This design comes from an exercise in tuning for a short achievable clock period and few clock cycles on the open sky130 flow, not from production work. Only simulation tests tie the RTL to the original design; equivalence was not proved. Power figures rest on the tool's default switching activity, not on a simulated workload.

==> flow/config.mk <==
export PLATFORM = sky130hd
export DESIGN_NAME = risc_cpu
export DESIGN_NICKNAME = risc_cpu
export VERILOG_FILES = /design/flow/design.v
export SDC_FILE = /design/flow/constraint.sdc
export NUM_CORES = 4
export LEC_CHECK = 0
export ABC_CLOCK_PERIOD_IN_PS = 1500
export CAP_MARGIN = 20
export CORE_MARGIN = 2
export CORE_UTILIZATION = 35
export SETUP_SLACK_MARGIN = 2.8
export SLEW_MARGIN = 20
export TNS_END_PERCENT = 100
==> flow/constraint.sdc <==
create_clock -name core_clock -period 5.0 [get_ports {clk}]
set_input_delay 1.0000 -clock core_clock [delete_from_list [all_inputs] [get_ports {clk}]]
set_output_delay 1.0000 -clock core_clock [all_outputs]
set_load 0.01 [all_outputs]
==> flow/design.v <==
module risc_cpu (
	input 				clk    ,
	input 				rst    ,
	output wire 		rd     ,
	output wire 		wr     ,
	output wire 		halt   ,
	output wire [12:0] 	addr   ,
	input  wire [7:0] 	data_in ,
	output wire [7:0] 	data_out
);
	localparam [2:0] HLT = 3'b000, SKZ = 3'b001, ADD = 3'b010, ANDD = 3'b011,
	                 XORR = 3'b100, LDA = 3'b101, STO = 3'b110, JMP = 3'b111;
	localparam integer NIDX = 5;
	localparam integer NENT = 1 << NIDX;
	localparam integer TAGW = 13 - NIDX;        
	reg        m_fetch, m_f1, m_data;
	reg [12:0] addr_r;
	reg [12:0] pc;
	reg [NENT-1:0] q;                           
	reg        e_hit;
	reg        e_hlt, e_skz, e_jmp, e_sto;    
	reg [7:0]  e_b0, e_b1;
	reg        zflag;
	reg [7:0]  b0_r;
	reg        c_add, c_and, c_xor;             
	reg [7:0]  acc;
	reg        rd_r, wr_r, halt_r;
	reg [7:0]  dout_r;
	reg [NENT-1:0] c_val;
	reg [TAGW-1:0] c_tag [0:NENT-1];
	reg [7:0]      c_b0  [0:NENT-1];
	reg [7:0]      c_b1  [0:NENT-1];
	assign addr     = addr_r;
	assign rd       = rd_r;
	assign wr       = wr_r;
	assign halt     = halt_r;
	assign data_out = dout_r;
	function [TAGW-1:0] tag_of(input [12:0] a);
		tag_of = {a[12:NIDX+1], a[0]};
	endfunction
	function [NENT-1:0] onehot(input [NIDX-1:0] i);
		onehot = {{(NENT-1){1'b0}}, 1'b1} << i;
	endfunction
	function [NENT-1:0] rotl(input [NENT-1:0] v, input integer n);
		rotl = (v << n) | (v >> (NENT - n));
	endfunction
	function [3:0] opclass(input [2:0] op);
		opclass = {op == HLT, op == SKZ, op == JMP, op == STO};
	endfunction
	function [20:0] lookup(input [NENT-1:0] sel, input [NENT-1:0] match);
		integer k;
		reg [15:0] d;
		reg [3:0] c;
		reg v;
		begin
			d = 0; c = 0; v = 0;
			for (k = 0; k < NENT; k = k + 1) begin
				if (sel[k]) begin
					d = d | {c_b0[k], c_b1[k]};
					c = c | opclass(c_b0[k][7:5]);
					v = v | match[k];
				end
			end
			lookup = {v, c, d};
		end
	endfunction
	wire        zero    = zflag;
	wire        d_read  = m_data && !wr_r;        
	wire [2:0]  e_op    = e_b0[7:5];
	wire [12:0] e_a     = {e_b0[4:0], e_b1};
	wire [2:0]  in_op   = data_in[7:5];
	wire [2:0]  f1_op   = b0_r[7:5];
	wire [12:0] f1_a    = {b0_r[4:0], data_in};
	wire [12:0] pc_1    = pc + 13'd1;
	wire [12:0] pc_2    = pc + 13'd2;
	wire [12:0] pc_4    = pc + 13'd4;
	wire [NENT-1:0] q_2 = rotl(q, 1);
	wire [NENT-1:0] q_4 = rotl(q, 2);
	wire [NENT-1:0] q_j = onehot(e_a[NIDX:1]);
	wire [NENT-1:0] q_f = onehot(f1_a[NIDX:1]);
	wire [TAGW-1:0] t_cur = tag_of(pc);
	reg  [NENT-1:0] m_cur;
	integer k;
	always @(*) begin
		for (k = 0; k < NENT; k = k + 1)
			m_cur[k] = c_val[k] && (c_tag[k] == t_cur);
	end
	reg  [TAGW-2:0] c_t0m1;
	wire m_nxt0 = c_val[0] && ({c_t0m1, c_tag[0][0]} == t_cur);
	wire [NENT-1:0] m_2 = {m_cur[NENT-1:1], m_nxt0};
	wire [20:0] r_2 = lookup(q_2, m_2);
	reg [7:0] alu;
	always @(*) begin
		if (c_add)      alu = acc + data_in;
		else if (c_and) alu = acc & data_in;
		else if (c_xor) alu = acc ^ data_in;
		else            alu = data_in;      
	end
	wire z_add = ((acc ^ data_in) == {acc[6:0] | data_in[6:0], 1'b0});
	wire z_and = ((acc & data_in) == 8'd0);
	wire z_xor = (acc == data_in);
	wire z_lda = (data_in == 8'd0);
	wire z_new = c_add ? z_add : c_and ? z_and : c_xor ? z_xor : z_lda;
	wire c_we = !halt_r && (m_f1 || (m_fetch && (in_op == SKZ)));
	reg            w_en;
	reg [NENT-1:0] w_sel;
	reg [TAGW-1:0] w_tag;
	reg [7:0]      w_b0, w_b1;
	always @(posedge clk) begin
		if (rst) w_en <= 1'b0;
		else     w_en <= c_we;
		w_sel <= q;
		w_tag <= tag_of(pc);
		w_b0  <= m_f1 ? b0_r : data_in;
		w_b1  <= data_in;
	end
	integer i;
	always @(posedge clk) begin
		for (i = 0; i < NENT; i = i + 1) begin
			if (rst) c_val[i] <= 1'b0;
			else if (w_en && w_sel[i]) c_val[i] <= 1'b1;
			if (w_en && w_sel[i]) begin
				c_tag[i] <= w_tag;
				c_b0[i]  <= w_b0;
				c_b1[i]  <= w_b1;
			end
		end
		if (w_en && w_sel[0]) c_t0m1 <= w_tag[TAGW-1:1] - 1'b1;
	end
	task go_next(input sel);
		begin
			if (sel) begin
				pc <= pc_4; q <= q_4; e_hit <= 1'b0;
			end else begin
				pc <= pc_2; q <= q_2; {e_hit, e_hlt, e_skz, e_jmp, e_sto, e_b0, e_b1} <= r_2;
			end
		end
	endtask
	task start_mem(input [2:0] op, input sto, input [12:0] a);
		begin
			m_fetch <= 1'b0;
			m_f1    <= 1'b0;
			m_data  <= 1'b1;
			addr_r  <= a;
			c_add   <= (op == ADD);
			c_and   <= (op == ANDD);
			c_xor   <= (op == XORR);
			if (sto) begin
				rd_r   <= 1'b0;
				wr_r   <= 1'b1;
				dout_r <= d_read ? alu : acc;
			end
		end
	endtask
	task to_fetch(input [12:0] a);
		begin
			m_fetch <= 1'b1;
			m_f1    <= 1'b0;
			m_data  <= 1'b0;
			addr_r  <= a;
		end
	endtask
	always @(posedge clk) begin
		if (rst) begin
			m_fetch <= 1'b1;
			m_f1    <= 1'b0;
			m_data  <= 1'b0;
			addr_r  <= 13'd0;
			pc      <= 13'd0;
			q       <= onehot(0);
			e_hit   <= 1'b0;
			zflag   <= 1'b1;
			acc     <= 8'd0;
			rd_r    <= 1'b1;
			wr_r    <= 1'b0;
			halt_r  <= 1'b0;
			dout_r  <= 8'd0;
		end else if (!halt_r) begin
			if (d_read) begin
				acc   <= alu;
				zflag <= z_new;
			end
			rd_r   <= 1'b1;
			wr_r   <= 1'b0;
			dout_r <= 8'd0;
			if (!m_f1 && e_hit) begin
				if (e_hlt) begin
					halt_r <= 1'b1;
					rd_r   <= 1'b0;
				end else if (e_skz) begin
					if (d_read) begin
						to_fetch(pc);             
					end else begin
						to_fetch(zero ? pc_4 : pc_2);
						go_next(zero);
					end
				end else if (e_jmp) begin
					to_fetch(e_a);
					pc    <= e_a;
					q     <= q_j;
					e_hit <= 1'b0;
				end else begin
					start_mem(e_op, e_sto, e_a);
					go_next(1'b0);
				end
			end else if (m_data) begin
				to_fetch(pc);                     
			end else if (m_fetch) begin
				case (in_op)
					HLT: begin
						halt_r <= 1'b1;
						rd_r   <= 1'b0;
					end
					SKZ: begin
						to_fetch(zero ? pc_4 : pc_2);
						go_next(zero);
					end
					default: begin
						m_fetch <= 1'b0;
						m_f1    <= 1'b1;
						b0_r    <= data_in;
						addr_r  <= pc_1;
					end
				endcase
			end else begin
				if (f1_op == JMP) begin
					to_fetch(f1_a);
					pc    <= f1_a;
					q     <= q_f;
					e_hit <= 1'b0;
				end else begin
					start_mem(f1_op, f1_op == STO, f1_a);
					go_next(1'b0);
				end
			end
		end
	end
endmodule
==> flow/run.sh <==
#!/bin/bash
# synth_recipe.tcl (not shown) runs the flow's synth.tcl, then flattens the netlist and writes it again
# the make line also repeats each setting of config.mk as NAME=value (left out here)
make -C /OpenROAD-flow-scripts/flow DESIGN_CONFIG=/design/flow/config.mk WORK_HOME=/design/flow/orfs CLKGATE_MAP_FILE= SYNTH_SCRIPT=/design/flow/synth_recipe.tcl finish
==> impl_metrics.yaml, run 1 <==
clock_tree:
  cts_buffers: 98
  path_clk_slew_ps: 70
  cts_tree: "done"
  ctsLongestPathBuffers: 3
  htreeDepth: 3
  clk_latency_ps: 680
  clockRootBuffer: "clkbuf_16"
  clock_sinks: 970
power:
  power.density_nw_per_um2: 406
  power_frac_seq: 0.478
  clkPwrFrac: 0.362
  peakVddDrop_mv: 0.243
  swShare: 0.275
  p_leak_nw: 15.9
  p_sw_w: 0.00549
  internal_power_w: 0.0144
  p_comb_frac: 0.160
final_layout:
  fill_cells: 10503
  instances_no_fill: 4833
  nets: 3254
  stdcell_area_sq_um: 49100
  fin_util: 0.424
  regArea_sq_um: 27500
  drive_above_1_share: 0.202
  multi_input_area_sq_um: 13300
  area_growth_pct: 20.5
routing:
  met1_length_um: 56600
  ant_nets: 0
  maxUsedRoutingLayer: "met5"
  drt_iter0_markers: 4291
  dr.pass1.iters: 9
  wire_per_inst_um: 29.6
  wl_met2_um: 64900
  met3WireLength_um: 15500
  vias: 29302
  viasPerCell: 6.06
  drc: 0
  finalWirelength_um: 143000
place:
  gp_routability_congestion: 0.965
  dpl.hpwl_um: 84000
  portBuffers: 33
  placedCellCount: 4495
  placed_area_sq_um: 43200
yosys:
  syn-num-nets: 3059
  ys_ff_latch: 970
  ys_warn_count: 4
  ys_seq_area_frac: 0.674
  synth_ff_type: "edfxtp_1"
  ys_types: 84
  synth_edf_count: 799
  synth_area_sq_um: 40700
  postSynthAreaPerCell_sq_um: 13.4
  netlist_instances: 3029
  async_flop_share: 0
setup_path:
  cp_cell_sequence: "buf_6, nand3_1, nor3_1, or4_4, nor3_2, nand4_1, a41o_1"
  crit_path_start_kind: "flip-flop"
  critPathBufInv: 1
  crit_arrival_ps: 2950
  critPathMaxStageDelay_ps: 570
  critPathKind: "flip-flop to flip-flop"
  path_delay_family: "simple AND/OR/NAND/NOR gates"
  slowest_stage: "or4_4"
  end_kind: "flip-flop"
  crit_fanout: 23
  worstPathRequired_ps: 5570
grt:
  grt-ovfl-total: 0
  antenna_found_initial: 5
  grt_util_all_layers: 0.234
  grt_pass1_vias: 27440
  grt_pass1_wl_um: 202000
  grt_max_degree: 38
sta:
  fin_crit_ps: 2370
  skew_ps: 34.7
  worst_pin_slew_ps: 1100
  rsz0062_at_grt: "yes"
  setup_tns_ps: 0
  max-slew-margin-rel: 0.256
  setup_violations: 0
  whs_ps: 456
  post-route-period-util: 0.475
  fmax_mhz: 421
  hold_viol: 0
  slew_violations: 0
status:
  status: "timing/DRC/antenna clean"
floorplan:
  initial_core_util: 0.352
  die_x_um: 345
  io_pins: 34
  core_sq_um: 116000
  die_area_sq_um: 119000
  rows: 125
  die_h_um: 345
min_path:
  worstHoldPathType: "flip-flop to flip-flop"
flow_run:
  maxCapViolations: 0
-- registers in the layout (all words and copies together), names as in the netlist, 7 cells and up --
name and cells:
pc 13, c_tag 249, e_b1 8, c_b1 256
q 32, acc 8, w_tag 8, w_b1 8
c_t0m1 7, c_b0 256, w_b0 8, dout_r 8
b0_r 8, w_sel 32, addr_r 13, c_val 32
e_b0 8
-- worst reg2reg max path, cell delays in order (launching register included) --
cell,delay (ps)
dfxtp_1,370
buf_6,240
nand3_1,200
nor3_1,80
or4_4,570
nor3_2,160
nand4_1,330
a41o_1,320
-- per-layer routing --
metal,global-route usage,vias up
met3,0.0399,416
li1,-,12251
met1,0.322,14671
met4,0.0859,6
met5,0,-
met2,0.371,1958
-- kinds of logic (layout without fill, tap and decap cells) --
| kind of cell | after synthesis | in the layout | synth area share |
|---|---|---|---|
| other | 0 | 1 | 0 |
| AO/OA/AOI/OAI | 735 | 738 | 0.131 |
| adder cells (fa/ha/maj) | 20 | 20 | 0.00633 |
| multiplexers | 23 | 23 | 0.00584 |
| flip-flops | 970 | 970 | 0.674 |
| XOR/XNOR | 304 | 304 | 0.0654 |
| AND/OR/NAND/NOR | 719 | 720 | 0.0912 |
| buffers and inverters | 258 | 533 | 0.0265 |
-- power by group through the flow --
| stage | logic (W) | clock network, W | registers (W) |
|---|---|---|---|
| 6_report | 0.00318 | 0.00721 | 0.00952 |
| 5_1_grt | 0.00330 | 0.00764 | 0.00954 |
| 4_1_cts | 0.00292 | 0.00729 | 0.00951 |
| 3_5_place_dp | 0.00253 | 0 | 0.00976 |
| 3_3_place_gp | 0.00252 | 0 | 0.00975 |
| 2_1_floorplan | 0.00159 | 0 | 0.00955 |
-- repair_timing --
item | 4_1_cts | 5_1_grt
cloned | 10 | 9
pin swaps | 32 | 43
buffers inserted | 82 | 52
hold buffers | 0 | 0
setup endpoints to repair | 582 | 117
gates resized for setup | 323 | 112
-- Yosys cell counts, types with 16 or more instances --
| library cell | number | area share |
|---|---|---|
| a21oi_1 | 109 | 0.013 |
| a221oi_1 | 109 | 0.023 |
| a22o_1 | 86 | 0.019 |
| a22oi_1 | 105 | 0.019 |
| a31oi_1 | 28 | 0.0043 |
| and2_1 | 37 | 0.0057 |
| buf_1 | 16 | 0.0015 |
| buf_2 | 48 | 0.0059 |
| clkbuf_1 | 141 | 0.013 |
| dfxtp_1 | 171 | 0.084 |
| edfxtp_1 | 799 | 0.59 |
| ha_1 | 19 | 0.0058 |
| inv_1 | 39 | 0.0036 |
| mux2i_1 | 17 | 0.0042 |
| nand2_1 | 149 | 0.014 |
| nand3_1 | 111 | 0.014 |
| nand4_1 | 119 | 0.018 |
| nor2_1 | 124 | 0.011 |
| nor3_1 | 53 | 0.0065 |
| nor4_1 | 44 | 0.0068 |
| o21a_1 | 33 | 0.0061 |
| o21ai_0 | 81 | 0.010 |
| o21ai_1 | 19 | 0.0023 |
| o22ai_1 | 41 | 0.0063 |
| or4_1 | 16 | 0.0030 |
| xnor2_1 | 231 | 0.050 |
| xor2_1 | 73 | 0.016 |
-- through the flow --
step / power [W] / setup slack (ps)
after floorplan: 0.0111 / 2370
after global placement: 0.0123 / 1160
after detailed placement: 0.0123 / 1110
after CTS: 0.0197 / 2670
after global routing: 0.0205 / 2640
final: 0.0199 / 2630
-- placed cells by master (no fill, tap or decap), types with 14 or more instances in the layout --
master     instances
nand2_1          143
edfxtp_1         799
a21oi_1           95
mux2i_1           16
clkbuf_16        106
nor2_1           115
xnor2_1          229
o21ai_1           14
inv_1             32
a31oi_1           24
clkinv_2          22
and2_1            27
nand3_1          106
a221oi_1         102
dfxtp_4           16
dfxtp_2           21
o21ai_0           75
xor2_1            73
o21a_1            33
a22oi_1          105
dfxtp_1          134
buf_6             31
o22ai_1           39
nor4_1            26
buf_4            200
clkbuf_1          27
buf_12            25
nand4_1          119
nor3_1            42
a22o_1            86
a21oi_2           14
buf_2             25
-- cell type report --
type	count	share of cell area
inverter	41	0.00362
tap	1524	0.0389
multi-input combinational	1805	0.270
clock inverter	46	0.00821
antenna	1	0.0000510
sequential	970	0.561
clock buffer	138	0.0559
timing repair buffer	308	0.0625
-- worst paths after layout --
kind              slack (ps)                   start  cells after the start                     end
hold reg to reg          460  addr_r[2]$_SDFFE_PP0P_                      2  addr_r[2]$_SDFFE_PP0P_
setup reg to reg        2630      q[30]$_SDFFE_PP0P_                      7      e_hit$_SDFFE_PP0P_
setup / recovery        2630      q[30]$_SDFFE_PP0P_                      7      e_hit$_SDFFE_PP0P_
hold / removal           460  addr_r[2]$_SDFFE_PP0P_                      2  addr_r[2]$_SDFFE_PP0P_
Testbench counts, summed over its fixed seeds: cycles 15,475.
==> run 2, diff against run 1 <==
--- a/flow/design.v
+++ b/flow/design.v
@@ -26,4 +26,5 @@
 	reg [7:0]  acc;
 	reg        rd_r, wr_r, halt_r;
+	reg        go_r;       
 	reg [7:0]  dout_r;
 	reg [NENT-1:0] c_val;
@@ -102,5 +103,5 @@
 	wire z_lda = (data_in == 8'd0);
 	wire z_new = c_add ? z_add : c_and ? z_and : c_xor ? z_xor : z_lda;
-	wire c_we = !halt_r && (m_f1 || (m_fetch && (in_op == SKZ)));
+	wire c_we = go_r && (m_f1 || (m_fetch && (in_op == SKZ)));
 	reg            w_en;
 	reg [NENT-1:0] w_sel;
@@ -175,6 +176,7 @@
 			wr_r    <= 1'b0;
 			halt_r  <= 1'b0;
+			go_r    <= 1'b1;
 			dout_r  <= 8'd0;
-		end else if (!halt_r) begin
+		end else if (go_r) begin
 			if (d_read) begin
 				acc   <= alu;
@@ -187,4 +189,5 @@
 				if (e_hlt) begin
 					halt_r <= 1'b1;
+					go_r   <= 1'b0;
 					rd_r   <= 1'b0;
 				end else if (e_skz) begin
@@ -210,4 +213,5 @@
 					HLT: begin
 						halt_r <= 1'b1;
+						go_r   <= 1'b0;
 						rd_r   <= 1'b0;
 					end
==> run 2 against run 1 <==
Worst hold slack got worse by 5.2 ps. Setup slack got worse by 61 ps. Final area rose by 1.1%. Sequential cell count rose by 1. Clock power rose by 2%. Critical path type unchanged. Largest cell class unchanged.
==> impl_metrics.yaml, run 2 <==
yosys:
  postSynthAreaPerCell_sq_um: 13.3
  synth_edf_count: 799
  synth_ff_type: "edfxtp_1"
  synth_common_cells: "799 x edfxtp_1, 197 x xnor2_1, 172 x dfxtp_1"
  async_flop_share: 0
  synth_area_sq_um: 41100
  synth_most_common_cell: "edfxtp_1"
  ys_top_cells_by_area: "edfxtp_1 58%, dfxtp_1 8.4%, xnor2_1 4.2%"
  ys_ff_latch: 971
  netlist_instances: 3091
  ys_seq_area_frac: 0.668
  ys_types: 77
  syn-num-nets: 3121
  yosysTopAreaCell: "edfxtp_1"
  synth_top_area_frac: 0.584
  ys_warn_count: 4
floorplan:
  io_pins: 34
  die_area_sq_um: 120000
  initial_core_util: 0.353
  die_x_um: 346
  die_h_um: 346
  rows: 125
  core_sq_um: 116000
power:
  peakVddDrop_mv: 0.241
  p_leak_nw: 16.0
  totalPowerFinal_w: 0.0197
  power.density_nw_per_um2: 397
final_layout:
  drive_above_1_share: 0.204
  layout_common_cells: "799 x edfxtp_1, 193 x xnor2_1, 172 x buf_4"
  largestRegisters: "c_b0 x256, c_b1 x256, c_tag x249"
  layout_commonest_cell: "edfxtp_1"
  area_growth_pct: 20.7
  num_antenna_cells: 0
  multi_input_area_sq_um: 13800
  fill_cells: 10441
  regArea_sq_um: 27500
  stdcell_area_sq_um: 49600
  fin_util: 0.427
  nets: 3278
setup_path:
  cp-endpoint: "e_hit$_SDFFE_PP0P_"
  crit_arrival_ps: 3010
  crit_fanout: 8
  r2r_slack_ps: 2570
  end_kind: "flip-flop"
  r2r_end: "e_hit$_SDFFE_PP0P_"
  rr_startpoint: "pc[0]$_SDFFE_PP0P_"
  worstPathRequired_ps: 5570
  rr_worst_depth: 9
  crit_path_start_kind: "flip-flop"
  startpoint: "pc[0]$_SDFFE_PP0P_"
  critPathKind: "flip-flop to flip-flop"
clock_tree:
  holdBufCountCts: 0
  clk_latency_ps: 680
  htreeDepth: 3
  cts_tree: "done"
  cts_buffers: 96
  path_clk_slew_ps: 60
  clock_sinks: 971
  ctsLongestPathBuffers: 3
  clockRootBuffer: "clkbuf_16"
place:
  placed_area_sq_um: 43500
  portBuffers: 33
  dpl.hpwl_um: 84300
  gp_routability_congestion: 0.973
grt:
  grt_util_all_layers: 0.231
  grt_pass1_vias: 27498
  grt_pass1_wl_um: 203000
  grt-ovfl-total: 0
  grt_max_degree: 61
  antenna_found_initial: 2
sta:
  whs_ps: 451
  max-slew-margin-rel: 0.224
  setup_violations: 0
  rsz0062_at_grt: "yes"
  hold_viol: 0
  post-route-period-util: 0.487
  fmax_mhz: 411
  fin_crit_ps: 2430
  slew_violations: 0
  setup_tns_ps: 0
  worst_pin_slew_ps: 1160
  skew_ps: 37.5
routing:
  wire_per_inst_um: 29.6
  dr.pass1.iters: 7
  viasPerCell: 6.10
  finalWirelength_um: 144000
  vias: 29599
  ant_nets: 0
  drt_iter0_markers: 4278
  drc: 0
min_path:
  min_path_cells: 2
  worstHoldPathType: "flip-flop to flip-flop"
status:
  status: "timing/DRC/antenna clean"
flow_run:
  maxCapViolations: 0
-- run 2: kinds of logic (layout without fill, tap and decap cells) --
family,after synthesis,in the layout,synth area share
AOI/OAI and AO/OA,714,717,0.127
DFF,971,971,0.668
adders and majority gates,20,20,0.00628
buffers and inverters,274,509,0.0276
xor gates and xnor gates,303,303,0.0646
muxes,43,43,0.0108
and+or+nand+nor,766,766,0.0952
-- run 2: power by group --
| group | leakage, nW | internal (W) | total, W | switching [W] |
|---|---|---|---|---|
| logic | 5.90 | 0.00105 | 0.00284 | 0.00178 |
| clock network | 1.57 | 0.00424 | 0.00738 | 0.00314 |
| registers | 8.54 | 0.00911 | 0.00947 | 0.000355 |
-- run 2: per-layer routing --
metal | share of wire | wire length (um) | vias up | global-route usage
met5 | 0.00011 | 16 | - | 0
met4 | 0.041 | 5840 | 2 | 0.0798
met3 | 0.11 | 15900 | 384 | 0.0420
met2 | 0.45 | 64600 | 1953 | 0.361
met1 | 0.40 | 57400 | 14929 | 0.324
li1 | - | - | 12331 | -
-- run 2: what timing repair did --
action                     in CTS  in global routing
setup endpoints to repair     633                113
pin swaps                      48                 48
setup buffers                  79                 43
gates resized for setup       365                144
cloned                          6                  4
-- run 2: worst min path at each step --
stage | from | end
finish | dout_r[7]$_SDFFE_PP0P_ | dout_r[7]$_SDFFE_PP0P_
global route | addr_r[1]$_SDFFE_PP0P_ | addr_r[1]$_SDFFE_PP0P_
CTS | dout_r[7]$_SDFFE_PP0P_ | dout_r[7]$_SDFFE_PP0P_
detailed placement | dout_r[7]$_SDFFE_PP0P_ | dout_r[7]$_SDFFE_PP0P_
global placement | dout_r[7]$_SDFFE_PP0P_ | dout_r[7]$_SDFFE_PP0P_
floorplan | pc[8]$_SDFFE_PP0P_ | w_tag[3]$_DFF_P_
-- run 2: worst max-delay path, cell delays in order (launching register included) --
cell and delay (ps):
dfxtp_4 470, buf_8 190, buf_6 180, xnor2_1 90
nand4_1 110, nor3_1 70, or4_4 540, nor3_1 150
nand4_1 230, a32o_1 290
-- run 2: stage by stage --
stage	worst slack, ps	cells
finish	2570	4853
global route	2550	4853
CTS	2590	4806
detailed placement	1130	4542
global placement	1100	4542
floorplan	2090	3091
-- run 2: layout make-up --
| cell class | instances | share of cell area |
|---|---|---|
| Sequential cell | 971 | 0.556 |
| Clock buffer | 139 | 0.0563 |
| Multi-Input combinational cell | 1849 | 0.279 |
| Clock inverter | 40 | 0.00846 |
| Inverter | 42 | 0.00374 |
| Tap cell | 1524 | 0.0385 |
| Timing Repair Buffer | 288 | 0.0581 |
Testbench counts of run 2, summed over its fixed seeds: cycles 15,475.
==> run 3, diff against run 2 <==
--- a/flow/config.mk
+++ b/flow/config.mk
@@ -9,6 +9,6 @@
 export CAP_MARGIN = 20
 export CORE_MARGIN = 2
-export CORE_UTILIZATION = 35
-export SETUP_SLACK_MARGIN = 2.8
+export CORE_UTILIZATION = 30
+export SETUP_SLACK_MARGIN = 2.9
 export SLEW_MARGIN = 20
 export TNS_END_PERCENT = 100
==> run 3 against run 2 <==
Still clean on timing, DRC and antenna. Core utilization is 5.0 points lower. Global-route usage shrank 2.6 points. Combinational power increased by 8.8%. First-iteration DRC count grew 1.5%. Synthesized cell count did not move. Register-to-register slack got worse by 140 ps. Wire length increased by 4.0%. Fmax shrank 5.4%. Die area up 16%. Worst hold slack improved by 8.6 ps. Critical endpoint unchanged. Highest routed layer is now met4.
==> impl_metrics.yaml, run 3 <==
yosys:
  ys_types: 77
  ys_warn_count: 4
  async_flop_share: 0
  synth_ff_type: "edfxtp_1"
  postSynthAreaPerCell_sq_um: 13.3
  ys_seq_area_frac: 0.668
  yosysTopAreaCell: "edfxtp_1"
  netlist_instances: 3091
  syn-num-nets: 3121
  ys_top_cells_by_area: "edfxtp_1 58%, dfxtp_1 8.4%, xnor2_1 4.2%"
  synth_top_area_frac: 0.584
  synth_common_cells: "799 x edfxtp_1, 197 x xnor2_1, 172 x dfxtp_1"
  synth_most_common_cell: "edfxtp_1"
  synth_edf_count: 799
  ys_ff_latch: 971
  synth_area_sq_um: 41100
sta:
  rsz0062_at_grt: "yes"
  post-route-period-util: 0.515
  setup_tns_ps: 0
  slew_violations: 0
  worst_pin_slew_ps: 1110
  fmax_mhz: 389
  fin_crit_ps: 2570
  hold_viol: 0
  max-slew-margin-rel: 0.260
  setup_violations: 0
  skew_ps: 25.7
setup_path:
  critPathKind: "flip-flop to flip-flop"
  crit_fanout: 6
  worstPathRequired_ps: 5570
  end_kind: "flip-flop"
  crit_arrival_ps: 3140
  r2r_slack_ps: 2430
  crit_path_start_kind: "flip-flop"
final_layout:
  fill_cells: 12674
  layout_commonest_cell: "edfxtp_1"
  drive_above_1_share: 0.239
  instances_no_fill: 5173
  nets: 3336
  layout_common_cells: "799 x edfxtp_1, 206 x buf_4, 194 x xnor2_1"
  num_antenna_cells: 0
  fin_util: 0.376
  area_growth_pct: 24.3
  largestRegisters: "c_b0 x256, c_b1 x256, c_tag x249"
place:
  placedCellCount: 4808
  dpl.hpwl_um: 87400
  portBuffers: 33
  gp_routability_congestion: 0.967
routing:
  vias: 29966
  ant_nets: 0
  drc: 0
  dr.pass1.iters: 7
  drt_iter0_markers: 4344
  finalWirelength_um: 150000
  wire_per_inst_um: 28.9
  viasPerCell: 5.79
floorplan:
  die_x_um: 374
  initial_core_util: 0.303
  die_h_um: 374
  core_sq_um: 136000
  die_area_sq_um: 140000
  io_pins: 34
  rows: 135
clock_tree:
  ctsLongestPathBuffers: 3
  clockRootBuffer: "clkbuf_16"
  clk_latency_ps: 700
  cts_tree: "done"
  cts_buffers: 99
  path_clk_slew_ps: 60
  htreeDepth: 3
  clock_sinks: 971
power:
  p_sw_w: 0.00549
  power.density_nw_per_um2: 391
  p_comb_frac: 0.155
  clkPwrFrac: 0.371
  peakVddDrop_mv: 0.257
  internal_power_w: 0.0145
  power_frac_seq: 0.475
  swShare: 0.275
  p_leak_nw: 16.4
grt:
  grt_util_all_layers: 0.205
  met1_usage: 0.280
  busiest_layer: "met2"
  grt.met3_usage: 0.0385
  grt_max_degree: 61
  grt_pass1_wl_um: 210000
  grt_pass1_vias: 28199
  grt-ovfl-total: 0
  use_met2: 0.325
  antenna_found_initial: 2
flow_run:
  maxCapViolations: 0
status:
  status: "timing/DRC/antenna clean"
min_path:
  worstHoldPathType: "flip-flop to flip-flop"
run 3: changes by cell type in the layout (fill, tap and decap cells not counted), sizes merged:
cell	before	now
a31oi	33	32
buf	282	337
bufbuf	0	3
bufinv	7	5
clkbuf	145	150
clkdlybuf4s15	0	1
clkinv	30	29
clkinvlp	3	8
inv	42	41
o21ai	74	73
run 3: routing by layer:
layer  share of wire  wire (um)
met5               0          0
met4           0.037       5600
met3            0.11      16300
met2            0.46      68000
met1            0.40      59500
run 3: kinds of logic after synthesis:
logic type | share of synthesized area
AOI/OAI and AO/OA | 0.127
DFF | 0.668
buffers and inverters | 0.0276
xor gates and xnor gates | 0.0646
muxes | 0.0108
and+or+nand+nor | 0.0952
adders and majority gates | 0.00628
run 3: layout make-up:
| cell class | count | area [sq um] | area share |
|---|---|---|---|
| sequential | 971 | 27600 | 0.540 |
| multi-input combinational | 1847 | 14100 | 0.276 |
| timing repair buffer | 345 | 3730 | 0.0732 |
| clock buffer | 146 | 2800 | 0.0548 |
| tap | 1781 | 2230 | 0.0437 |
| clock inverter | 41 | 429 | 0.00841 |
| inverter | 42 | 204 | 0.00400 |
run 3: power groups by stage:
stage | sequential [W] | clock, W | combinational [W]
floorplan | 0.00945 | 0 | 0.00142
global route | 0.00947 | 0.00777 | 0.00320
CTS | 0.00945 | 0.00744 | 0.00283
global placement | 0.00964 | 0 | 0.00225
finish | 0.00947 | 0.00739 | 0.00309
detailed placement | 0.00965 | 0 | 0.00225
run 3: timing repair:
item                                    CTS  global route
gates cloned                             11             4
pin swaps                                69            67
buffers inserted                        110            52
hold buffers                              0             0
gates resized for setup                 498           150
endpoints found under the setup margin  537           165
run 3: worst max-delay path, cell delays in order (launching register included):
cell and delay (ps):
dfxtp_4 470, buf_6 160, xnor2_2 70, nand4_1 150
nor3_2 70, or4_4 540, nor4_4 320, nand4_1 350
a32o_1 320
run 3: stage by stage:
stage	worst slack (ps)	instance area, sq um	total power, W	hold slack, ps
2_1_floorplan	2090	41400	0.0109	326
3_3_place_gp	1030	43900	0.0119	441
3_5_place_dp	951	43900	0.0119	453
4_1_cts	2620	49900	0.0197	452
5_1_grt	2470	51000	0.0204	475
6_report	2430	51000	0.0199	460
run 3: worst paths after layout:
kind / startpoint / endpoint / depth (start not counted)
worst min register to register: addr_r[1]$_SDFFE_PP0P_ / addr_r[1]$_SDFFE_PP0P_ / 2
worst max register to register: pc[6]$_SDFFE_PP0P_ / e_hit$_SDFFE_PP0P_ / 8
worst min-delay path: addr_r[1]$_SDFFE_PP0P_ / addr_r[1]$_SDFFE_PP0P_ / 2
worst max-delay path: pc[6]$_SDFFE_PP0P_ / e_hit$_SDFFE_PP0P_ / 8

## what the ideal ports hide
The flow's constraints put no driver on any port. The routed layouts listed below were extracted and timed again, unchanged, in two steps.
Step 1 sets driving cells, clkbuf_16 on the clock port and buf_2 on the other inputs (assumed; they add their load-dependent delay and slew).
Step 2 moves the port delays by t, midway between the first and last clock arrival at a register: inputs arrive t later, outputs are due t later. That takes back most of the time a late clock gives input paths.
Slacks: no drivers / after step 1 / after step 2; pairs: no drivers / after step 1.
run | shift t [ns] | setup slack, ns | worst register clock-pin slew, ns
run 1 | 0.738 | 2.627 / 2.627 / 1.976 | 0.07 / 0.07
run 2 | 0.740 | 2.566 / 2.566 / 2.004 | 0.07 / 0.07
run 3 | 0.770 | 2.427 / 2.427 / 1.936 | 0.07 / 0.07
After both steps every run listed still meets setup and hold. The setup slack of run 1, which loses most, moves by 0.000 ns with the drivers and by -0.651 ns with both steps.
